Background: an optimization exercise with open tools, aiming at small area, a short achievable clock period and few clock cycles. Do not read the settings as production practice. Only simulation tests tie the RTL to the original design; equivalence was not proved. No activity file was given, so power comes from the tool's default toggle rates.

$ cat flow/config.mk
export PLATFORM = sky130hd
export DESIGN_NAME = cpu
export DESIGN_NICKNAME = cpu
export VERILOG_FILES = /design/flow/design.v
export SDC_FILE = /design/flow/constraint.sdc
export NUM_CORES = 4
export LEC_CHECK = 0
export CAP_MARGIN = 20
export CORE_MARGIN = 2
export CORE_UTILIZATION = 45
export PLACE_DENSITY = 0.6
export SETUP_SLACK_MARGIN = 5
export SLEW_MARGIN = 20
export TNS_END_PERCENT = 5
$ cat flow/constraint.sdc
create_clock -name core_clock -period 10.5 [get_ports {clk}]
set_input_delay 2.1000 -clock core_clock [delete_from_list [all_inputs] [get_ports {clk}]]
set_output_delay 2.1000 -clock core_clock [all_outputs]
set_load 0.01 [all_outputs]
$ cat flow/design.v
module alu (
    input [31:0] a,
    input [31:0] b,
    input [3:0] op,
    output [31:0] out
);
    reg [31:0] c;
    always @(*) 
    begin
        case(op)
            4'b0000 : c <= a + b; 
            4'b1000 : c <= a - b;
            4'b0001 : c <= a << b[4:0];
            4'b0010 : c <= $signed(a) < $signed(b) ? 1 : 0;
            4'b0011 : c <= a < b ? 1 : 0;
            4'b0100 : c <= a ^ b;
            4'b0101 : c <= a >> b[4:0];
            4'b1101 : c <= $signed(a) >>> b[4:0];
            4'b0110 : c <= a | b;
            4'b0111 : c <= a & b;
            default : c <= 0;
        endcase
    end
    assign out = c;
endmodule
module regfile(
    input RegWrite,
    input clk,
    input reset,
    input [4:0] rs1,
    input [4:0] rs2,
    input [4:0] rd,
    input [31:0] rwdata,
    output [31:0] rv1,
    output [31:0] rv2
);
    reg [31:0] bank [0:31];  
    integer i;
    always @(posedge clk)
    begin
        if (reset == 1)
        begin
            for (i=0 ; i<32 ; i=i+1)
                bank[i] <= 0;
        end
        else
        begin
            if (RegWrite && rd != 5'b0)     
                bank[rd] <= rwdata;
            else
                bank[0] <= 0;
        end   
    end
    assign rv1 = bank[rs1];
    assign rv2 = bank[rs2];
endmodule
module immgen(
    input [31:0] instr,
    output [31:0] imm
);
    reg [31:0] c;
    always @(*)
    begin
        case(instr[6:0])
            7'b0110111,      
            7'b0010111:      
                c           <= {instr[31:12], 12'b0};  
            7'b1101111:      
                c           <= $signed({instr[31], instr[19:12], instr[20], instr[30:21], 1'b0});
            7'b1100111,      
            7'b0010011,      
            7'b0000011:      
                c           <= $signed(instr[31:20]);
            7'b0100011:      
                c           <= $signed({instr[31:25], instr[11:7]});
            7'b1100011:      
                c           <= $signed({instr[31], instr[7], instr[30:25], instr[11:8], 1'b0});
            default:
                c           <= 0;
        endcase
    end
    assign imm = c;
endmodule
module mask_n_shift(
    input [1:0] twolsb,
    input [2:0] funct3,
    input [31:0] drdata,
    output reg [31:0] sliced_drdata
);
    always @(*)
    begin
        case(funct3)
            3'b000:  
            begin
                case(twolsb)
                    2'b00: sliced_drdata <= $signed({drdata[7:0]});
                    2'b01: sliced_drdata <= $signed({drdata[15:8]});
                    2'b10: sliced_drdata <= $signed({drdata[23:16]});
                    2'b11: sliced_drdata <= $signed({drdata[31:24]});
                    default: sliced_drdata <= 32'b0;    
                endcase
            end
            3'b001:  
            begin
                case(twolsb)
                    2'b00: sliced_drdata <= $signed({drdata[15:0]});
                    2'b10: sliced_drdata <= $signed({drdata[31:16]});
                    default: sliced_drdata <= 32'b0;
                endcase    
            end
            3'b010:  
            begin
                case(twolsb)
                    2'b00: sliced_drdata <= drdata;
                    default: sliced_drdata <= 32'b0;
                endcase
            end
            3'b100:  
            begin
                case(twolsb)
                    2'b00: sliced_drdata <= {24'b0, drdata[7:0]};
                    2'b01: sliced_drdata <= {24'b0, drdata[15:8]};
                    2'b10: sliced_drdata <= {24'b0, drdata[23:16]};
                    2'b11: sliced_drdata <= {24'b0, drdata[31:24]};
                    default: sliced_drdata <= 32'b0;    
                endcase
            end
            3'b101:  
            begin
                case(twolsb)
                    2'b00: sliced_drdata <= {16'b0, drdata[15:0]};
                    2'b10: sliced_drdata <= {16'b0, drdata[31:16]};
                    default: sliced_drdata <= 32'b0;
                endcase    
            end
            default:  
                sliced_drdata <= 32'b0;
        endcase
    end
endmodule
module control (
    input [31:0] instr,
    input [31:0] ALU_out,      
    input reset,                 
    output [2:0] B_Target,         
    output MemToReg,         
    output [3:0] ALUOp,      
    output [3:0] dwe,        
    output RegWrite,         
    output [2:0] ALU_rv1,          
    output [2:0] ALU_rv2          
);
    reg [2:0] B_Target_r, ALU_rv1_r, ALU_rv2_r;
    reg [3:0] ALUOp_r, dwe_r;
    reg RegWrite_r, MemToReg_r;
    assign B_Target     = B_Target_r;
    assign ALU_rv1      = ALU_rv1_r;
    assign ALU_rv2      = ALU_rv2_r;
    assign ALUOp        = ALUOp_r;
    assign dwe          = dwe_r;
    assign RegWrite     = RegWrite_r;
    assign MemToReg     = MemToReg_r;
    always @(*)
    begin
        case(instr[6:2])  
            5'b01101:        
            begin
                B_Target_r      <= 3'b100;                       
                MemToReg_r      <= 0;
                ALUOp_r         <= 4'b0000;                      
                dwe_r           <= 4'b0000;
                ALU_rv1_r       <= 3'b010;                       
                ALU_rv2_r       <= 3'b010;                       
                RegWrite_r      <= reset == 1 ? 0 : (instr[11:7] != 5'b0 ? 1 : 0);  
            end   
            5'b00101:        
            begin
                B_Target_r      <= 3'b100;                       
                MemToReg_r      <= 0;
                ALUOp_r         <= 4'b0000;                      
                dwe_r           <= 4'b0000;
                ALU_rv1_r       <= 3'b001;                       
                ALU_rv2_r       <= 3'b010;                       
                RegWrite_r      <= reset == 1 ? 0 : (instr[11:7] != 5'b0 ? 1 : 0);
            end
            5'b11011:        
            begin
                B_Target_r      <= 3'b010;                       
                MemToReg_r      <= 0;
                ALUOp_r         <= 4'b0000;                      
                dwe_r           <= 4'b0000;
                ALU_rv1_r       <= 3'b001;                       
                ALU_rv2_r       <= 3'b001;                       
                RegWrite_r      <= reset == 1 ? 0 : (instr[11:7] != 5'b0 ? 1 : 0);
            end
            5'b11001:        
            begin
                B_Target_r      <= 3'b001;                       
                MemToReg_r      <= 0;
                ALUOp_r         <= 4'b0000;                      
                dwe_r           <= 4'b0000;
                ALU_rv1_r       <= 3'b001;                       
                ALU_rv2_r       <= 3'b001;                       
                RegWrite_r      <= reset == 1 ? 0 : (instr[11:7] != 5'b0 ? 1 : 0);
            end
            5'b11000:        
            begin
                MemToReg_r      <= 0;
                dwe_r           <= 4'b0000;
                ALU_rv1_r       <= 3'b100;                       
                ALU_rv2_r       <= 3'b100;                       
                RegWrite_r      <= 0;
                case(instr[14:12])                           
                    3'b000 :
                    begin 
                        ALUOp_r     = 4'b1000;                     
                        B_Target_r  = ALU_out == 32'b0 ? 3'b010 : 3'b100;
                    end
                    3'b001 :
                    begin 
                        ALUOp_r     = 4'b1000;                     
                        B_Target_r  = ALU_out != 32'b0 ? 3'b010 : 3'b100;
                    end
                    3'b100 : 
                    begin
                        ALUOp_r     = 4'b0010;                     
                        B_Target_r  = ALU_out[0] == 1 ? 3'b010 : 3'b100;
                    end
                    3'b101 : 
                    begin
                        ALUOp_r     = 4'b0010;                     
                        B_Target_r  = ALU_out[0] == 0 ? 3'b010 : 3'b100;
                    end
                    3'b110 : 
                    begin
                        ALUOp_r     = 4'b0011;                     
                        B_Target_r  = ALU_out[0] == 1 ? 3'b010 : 3'b100;
                    end
                    3'b111 : 
                    begin
                        ALUOp_r     = 4'b0011;                     
                        B_Target_r  = ALU_out[0] == 0 ? 3'b010 : 3'b100;
                    end
                    default :                                      
                    begin
                        ALUOp_r     = 4'b0000;                     
                        B_Target_r  = 3'b100;                      
                    end
                endcase
            end
            5'b00000:        
            begin
                B_Target_r      <= 3'b100;                       
                MemToReg_r      <= 1;                            
                ALUOp_r         <= 4'b0000;                      
                ALU_rv1_r       <= 3'b100;                       
                ALU_rv2_r       <= 3'b010;                       
                RegWrite_r      <= reset == 1 ? 0 : (instr[11:7] != 5'b0 ? 1 : 0);
                dwe_r           <= 4'b0000;
            end
            5'b01000:        
            begin
                B_Target_r      <= 3'b100;                       
                MemToReg_r      <= 0;
                ALU_rv1_r       <= 3'b100;                       
                ALU_rv2_r       <= 3'b010;                       
                ALUOp_r         <= 4'b0000;                      
                RegWrite_r      <= 0;                            
                case(reset)
                    1: dwe_r <= 4'b0000;
                    0:  
                    begin
                    case(instr[14:12])
                        3'b000:  
                        begin
                            case(ALU_out[1:0])
                                2'b00:  dwe_r <= 4'b0001;
                                2'b01:  dwe_r <= 4'b0010;
                                2'b10:  dwe_r <= 4'b0100;
                                2'b11:  dwe_r <= 4'b1000;
                                default: dwe_r <= 4'b0000;  
                            endcase
                        end
                        3'b001:  
                        begin
                            case(ALU_out[1:0])
                                2'b00: dwe_r <= 4'b0011;
                                2'b10: dwe_r <= 4'b1100;
                                default:  
                                        dwe_r <= 4'b0000;
                            endcase
                        end
                        3'b010:  
                        begin
                            dwe_r <= ALU_out[1:0] == 2'b00 ? 4'b1111 : 4'b0000;
                        end
                        default: dwe_r <= 4'b0000;  
                    endcase
                    end
                endcase
            end
            5'b00100:        
            begin
                B_Target_r      <= 3'b100;                       
                MemToReg_r      <= 0;
                ALUOp_r         <= {instr[30], instr[14:12]} == 4'b1101 ? {instr[30], instr[14:12]} : {1'b0, instr[14:12]};    
                dwe_r           <= 4'b0000;
                ALU_rv1_r       <= 3'b100;                       
                ALU_rv2_r       <= 3'b010;                       
                RegWrite_r      <= reset == 1 ? 0 : (instr[11:7] != 5'b0 ? 1 : 0);
            end
            5'b01100:        
            begin
                B_Target_r      <= 3'b100;                       
                MemToReg_r      <= 0;
                ALUOp_r         <= {instr[30], instr[14:12]};    
                dwe_r           <= 4'b0000;
                ALU_rv1_r       <= 3'b100;                       
                ALU_rv2_r       <= 3'b100;                       
                RegWrite_r      <= reset == 1 ? 0 : (instr[11:7] != 5'b0 ? 1 : 0);
            end  
            default:         
            begin
                B_Target_r      <= 3'b100;                       
                MemToReg_r      <= 0;
                ALUOp_r         <= 4'b0000;                      
                dwe_r           <= 4'b0000;
                ALU_rv1_r       <= 3'b100;                       
                ALU_rv2_r       <= 3'b100;                       
                RegWrite_r      <= 0;
            end     
        endcase
    end
endmodule
module cpu (
    input clk, 
    input reset,
    output reg [31:0] iaddr,
    input [31:0] idata,
    output reg [31:0] daddr,
    input [31:0] drdata,
    output reg [31:0] dwdata,
    output reg [3:0] dwe
);
    reg [31:0] iaddr_r;
    wire [3:0] dwe_w;
    wire [31:0] daddr_w;
    wire [31:0] dwdata_w;
    wire [31:0] PC_new;
    wire [31:0] ALU_a, ALU_b, ALU_out;
    wire [4:0] rs1, rs2, rd;
    wire [31:0] rwdata;
    wire [31:0] rv1, rv2;
    wire [31:0] imm;
    wire [2:0] B_Target, ALU_rv1, ALU_rv2;
    wire MemToReg, RegWrite;
    wire [3:0] ALUOp;
    wire [31:0] twocopy, fourcopy;
    wire [31:0] sliced_drdata;
    wire [31:0] rv1_plus_imm_full;
    wire [31:0] rv1_plus_imm_except_last;
    assign rs1 = idata[19:15];
    assign rs2 = idata[24:20];
    assign rd  = idata[11:7];
    assign daddr_w = {ALU_out[31:2], 2'b00};       
    assign rwdata = MemToReg == 1 ? sliced_drdata : ALU_out;
    assign ALU_a = ALU_rv1 == 3'b100 ? rv1 : (ALU_rv1 == 3'b010 ? 32'b0 : (ALU_rv1 == 3'b001 ? iaddr : 32'b0));
    assign ALU_b = ALU_rv2 == 3'b100 ? rv2 : (ALU_rv2 == 3'b010 ? imm : (ALU_rv2 == 3'b001 ? {29'b0, 3'b100} : 32'b0));
    assign rv1_plus_imm_full = rv1 + imm;
    assign rv1_plus_imm_except_last = rv1_plus_imm_full[31:1];
    assign PC_new = B_Target == 3'b100 ? iaddr_r+4 : (B_Target == 3'b010 ? iaddr_r+imm : (B_Target == 3'b001 ? {rv1_plus_imm_except_last, 1'b0} : iaddr_r+4));
    assign twocopy = {rv2[15:0], rv2[15:0]};         
    assign fourcopy = {rv2[7:0], rv2[7:0], rv2[7:0], rv2[7:0]};  
    assign dwdata_w = idata[14:12] == 3'b000 ? fourcopy : (idata[14:12] == 3'b001 ? twocopy : (idata[14:12] == 3'b010 ? rv2 : 32'b0));
    always @(*)
    begin
        case(reset)
            0:
            begin
                daddr   <= daddr_w;
                dwe     <= dwe_w;
                dwdata  <= dwdata_w;
            end
            1:
            begin
                daddr   <= 0;
                dwe     <= 0;
                dwdata  <= 0;
            end
        endcase
    end
    always @(posedge clk) begin
        if (reset) begin
            iaddr <= 0;
            iaddr_r <= 0;
        end else begin 
            iaddr <= PC_new;
            iaddr_r <= PC_new;
        end
    end
    alu _alu(
        .a(ALU_a),
        .b(ALU_b),
        .op(ALUOp),
        .out(ALU_out)
    );
    regfile _regfile(
        .clk(clk),
        .RegWrite(RegWrite),
        .rs1(rs1),
        .rs2(rs2),
        .rd(rd),
        .rwdata(rwdata),
        .reset(reset),
        .rv1(rv1),
        .rv2(rv2)
    );
    immgen _immgen(
        .instr(idata),
        .imm(imm)
    );
    control _control(
        .instr(idata),
        .ALU_out(ALU_out),
        .reset(reset),
        .B_Target(B_Target),
        .MemToReg(MemToReg),
        .ALUOp(ALUOp),
        .dwe(dwe_w),
        .ALU_rv1(ALU_rv1),
        .ALU_rv2(ALU_rv2),
        .RegWrite(RegWrite)
    );
    mask_n_shift _mask_n_shift(
        .twolsb(ALU_out[1:0]),
        .funct3(idata[14:12]),
        .drdata(drdata),
        .sliced_drdata(sliced_drdata)
    );
endmodule
$ cat flow/run.sh
#!/bin/bash
# synth_recipe.tcl (not shown) runs the flow's synth.tcl, then flattens the netlist and writes it again
# the make line also repeats each setting of config.mk as NAME=value (left out here)
make -C /OpenROAD-flow-scripts/flow DESIGN_CONFIG=/design/flow/config.mk WORK_HOME=/design/flow/orfs CLKGATE_MAP_FILE= SYNTH_SCRIPT=/design/flow/synth_recipe.tcl finish
==> reports/metrics.cfg <==
[critical_path]
cp.buffers_inverters=8
cp_max_fo=6
ff2ff_path_depth=33
crit_path_start_kind=primary input
worstSetupEndpointType=output port
critPathTopFamily=compound AO/OA/AOI/OAI gates
crit_required_ns=8.40
arrival_ns=7.49
rrSetupSlack_ns=3.08
cpMostUsedCell=buf_6
path_class=in -> out
crit_start=idata[17]
cp.depth=30
cpPeakStageDelay_ns=0.60
crit_slowest_cell=nor4_4
reg2reg_to=iaddr[20]$_SDFF_PP0_
rr_startpoint=_regfile.bank[31][8]$_SDFFCE_PN0P_
endpoint=dwe[3]

[pwr]
p_total_uw=14900
swShare_pct=36.6
powerDensity_nw_per_um2=171
p_int_uw=9480
power_frac_seq_pct=32.6
clockPowerShare_pct=27.6
irDropWorstVdd_uv=157
p_comb_share_pct=39.8
p_leak_uw=0.0343
p_sw_uw=5460

[clocking]
cts_root_buffer=clkbuf_16
insertion_delay_ns=0.78
hold_buffers=0
cts_tree=done
clock_path_buffers=3
cts_buffers=112
cts.sinks=1056
clkTransAtPathRegs_ns=0.08
ctsHtreeMaxLevel=3

[yosys]
yosysTopAreaCell=edfxtp_1
ys_async_sr_fraction_pct=0
synth_edf_count=1024
ys_types=100
synthCells=6327
synthTopCellsByCount=1289 x nor2_1, 1024 x edfxtp_1, 728 x mux2i_1, 375 x a21oi_1, 373 x clkbuf_1
synth_most_common_cell=nor2_1
yosys-top-cells-area=edfxtp_1 45%, mux2i_1 11%, mux4_2 9.6%
synth-seq-cells=1056
synth-main-ff-cell=edfxtp_1
yosys_warnings=6
yosysSeqAreaShare_pct=45.6
yosys.area.top_type_share_pct=44.7
synth_area_um2=68800
syn_area_per_cell_um2=10.9

[finish]
nNetsFinal=7302
post-route-util_pct=57.5
fill_cells=12777
drive_gt1_share_pct=28.6
syn_to_final_growth_pct=26.9

[sta]
fin_crit_sh_pct=91.4
worst_pin_slew_ns=1.03
fin_ws_ns=0.907
finalCriticalPeriod_ns=9.59
fmax_mhz=104
slew_viol_final=0
finalSetupViolCount=0
final_hold_viol_count=0
rsz0062_at_grt=true
slew_headroom_pct=31.0
holdWs_ns=0.575
skew_ns=0.0708

[die]
die_h_um=395
start_util_pct=45.3
rows=143
ios=166
fp.coreArea_um2=152000
die_area_um2=156000
die_x_um=395

[placement]
port_buffers=163
dp_hpwl_um=219000
post-place-ws_ns=-0.473
gp_congestion=1.12

[job]
cap_violations=0

[detailed_routing]
wire_per_inst_um=36.2
vias=62014
wl_um=333000
drc_errors=0
first_pass_iters=8
viasPerCell=6.74
antenna_left=0
drt_iter0_markers=8814

[global_routing]
grt_max_degree=67
gr-total-overflow=0
antenna_found_initial=10
track_usage_pct=41.5
grt_pass1_wl_um=459000
first_global_vias=60335

[outcome]
outcome=finished clean

[worst_hold_path]
hp-class=reg -> reg
hold_path_depth=2

## power groups by stage
stage	clock [uW]	combinational (uW)	sequential, uW
final	4130	5940	4880
after global placement	0	5100	4950
after floorplan	0	2610	4930
after detailed placement	0	5090	4960
after global routing	4280	6100	4900
after CTS	4120	5490	4880
## metal layers
layer	wire length, um	part of all wire [%]	global-route usage, %	up-vias
met3	39200	12	10.5	1188
met1	117000	35	50.7	30737
met5	33	0.0099	0	-
met4	28300	8.5	28.5	4
li1	-	-	-	25355
met2	149000	45	64.7	4730
## worst register-to-register path: cells and delay by family, from the launching register on
family	cells	cell delay, ns
AO/OA/AOI/OAI	8	1.96
buffers and inverters	12	1.65
AND/OR/NAND/NOR	8	1.62
multiplexers	3	1.22
flip-flops	1	0.43
adder cells (fa/ha/maj)	1	0.28
XOR/XNOR	1	0.13
## flip-flops by register name, summed over array words and instances, names as in the netlist
register       cells
_regfile.bank   1024
iaddr             32
## cell type report
| class | instances | area [um^2] | area share, % |
|---|---|---|---|
| well taps | 2030 | 2540 | 2.91 |
| clock inverters | 81 | 856 | 0.980 |
| diodes | 5 | 12.5 | 0.0143 |
| flip-flops and latches | 1056 | 31400 | 36.0 |
| clock buffers | 126 | 2880 | 3.30 |
| multi-input cells | 4598 | 37400 | 42.8 |
| inverters | 135 | 514 | 0.589 |
| repair buffers | 1167 | 11700 | 13.4 |
## per-stage QoR
step	cells	area [um^2]	setup TNS, ns
finish	9198	87300	0
floorplan	6360	69600	0
global placement	8774	78100	-2.07
detailed placement	8774	78100	-2.56
global route	9193	87300	0
CTS	9131	85600	0
## kinds of logic after synthesis
family	count (synthesis)	synth area share, %
and+or+nand+nor	1929	11.9
AOI/OAI and AO/OA	1313	12.9
adders and majority gates	166	3.06
DFF	1056	45.6
buffers and inverters	706	4.46
other	1	0.00545
muxes	1053	20.7
xor gates and xnor gates	103	1.31
## timing repair
action | 4_1_cts | 5_1_grt
hold endpoints to repair | 0 | 0
gates resized for setup | 482 | 311
cloned | 25 | 4
endpoints found under the setup margin | 1740 | 1681
pin swaps | 122 | 143
buffers inserted | 125 | 57
## cells in the final DEF (no fill, tap or decap), types with 32 or more instances in the layout
| cell | netlist | final |
|---|---|---|
| a211oi_1 | 44 | 33 |
| a21oi_1 | 375 | 301 |
| a21oi_2 | 1 | 64 |
| a22oi_1 | 299 | 267 |
| a22oi_2 | 1 | 33 |
| a31oi_1 | 45 | 40 |
| and2_1 | 41 | 34 |
| buf_12 | 0 | 82 |
| buf_16 | 0 | 48 |
| buf_4 | 45 | 769 |
| buf_6 | 17 | 90 |
| clkbuf_16 | 0 | 117 |
| clkdlybuf4s50_1 | 0 | 112 |
| conb_1 | 1 | 34 |
| dfxtp_1 | 32 | 32 |
| edfxtp_1 | 1024 | 1024 |
| ha_1 | 162 | 145 |
| inv_1 | 124 | 121 |
| mux2i_1 | 728 | 678 |
| mux2i_2 | 0 | 39 |
| mux4_2 | 294 | 294 |
| nand2_1 | 247 | 175 |
| nand2_2 | 0 | 52 |
| nand3_1 | 48 | 48 |
| nor2_1 | 1289 | 1254 |
| nor3_1 | 83 | 74 |
| o21ai_0 | 117 | 86 |
| o221ai_1 | 37 | 34 |
| o22ai_1 | 59 | 46 |
| xnor2_1 | 62 | 60 |
| xor2_1 | 41 | 41 |
## how the worst min path moves through the flow
stage | from | endpoint | slack [ns]
after global placement | iaddr[0]$_SDFFE_PP0P_ | iaddr[0]$_SDFFE_PP0P_ | 0.56
after global routing | iaddr[0]$_SDFFE_PP0P_ | iaddr[0]$_SDFFE_PP0P_ | 0.61
after CTS | iaddr[0]$_SDFFE_PP0P_ | iaddr[0]$_SDFFE_PP0P_ | 0.58
final | iaddr[0]$_SDFFE_PP0P_ | iaddr[0]$_SDFFE_PP0P_ | 0.58
after floorplan | iaddr[0]$_SDFFE_PP0P_ | iaddr[0]$_SDFFE_PP0P_ | 0.52
after detailed placement | iaddr[0]$_SDFFE_PP0P_ | iaddr[0]$_SDFFE_PP0P_ | 0.56
Testbench counts, summed over its fixed seeds: cycles 115,203.

==> port drivers added, routing unchanged <==
In the flow no input, the clock included, has a driving cell. The finished layout below was timed again as built, in two steps.
Step 1 assumes that a clkbuf_16 drives the clock port and a buf_2 every other input.
Step 2, shift: input delay + t, output delay - t, t = (earliest + latest rising clock arrival at the registers) / 2. This alone moves slack from input paths to output paths.
Slacks: ideal / step 1 / step 2; pairs: ideal / step 1.
shift t [ns]: 0.822
setup slack, ns: 0.907 / 0.608 / 0.608
hold WS [ns]: 0.575 / 0.575 / 0.575
worst setup path after step 2: input to output
worst register clock-pin slew, ns: 0.08 / 0.08
After both steps this run still meets setup and hold. For this run, drivers alone change the setup slack by -0.299 ns; drivers and shift together by -0.299 ns.
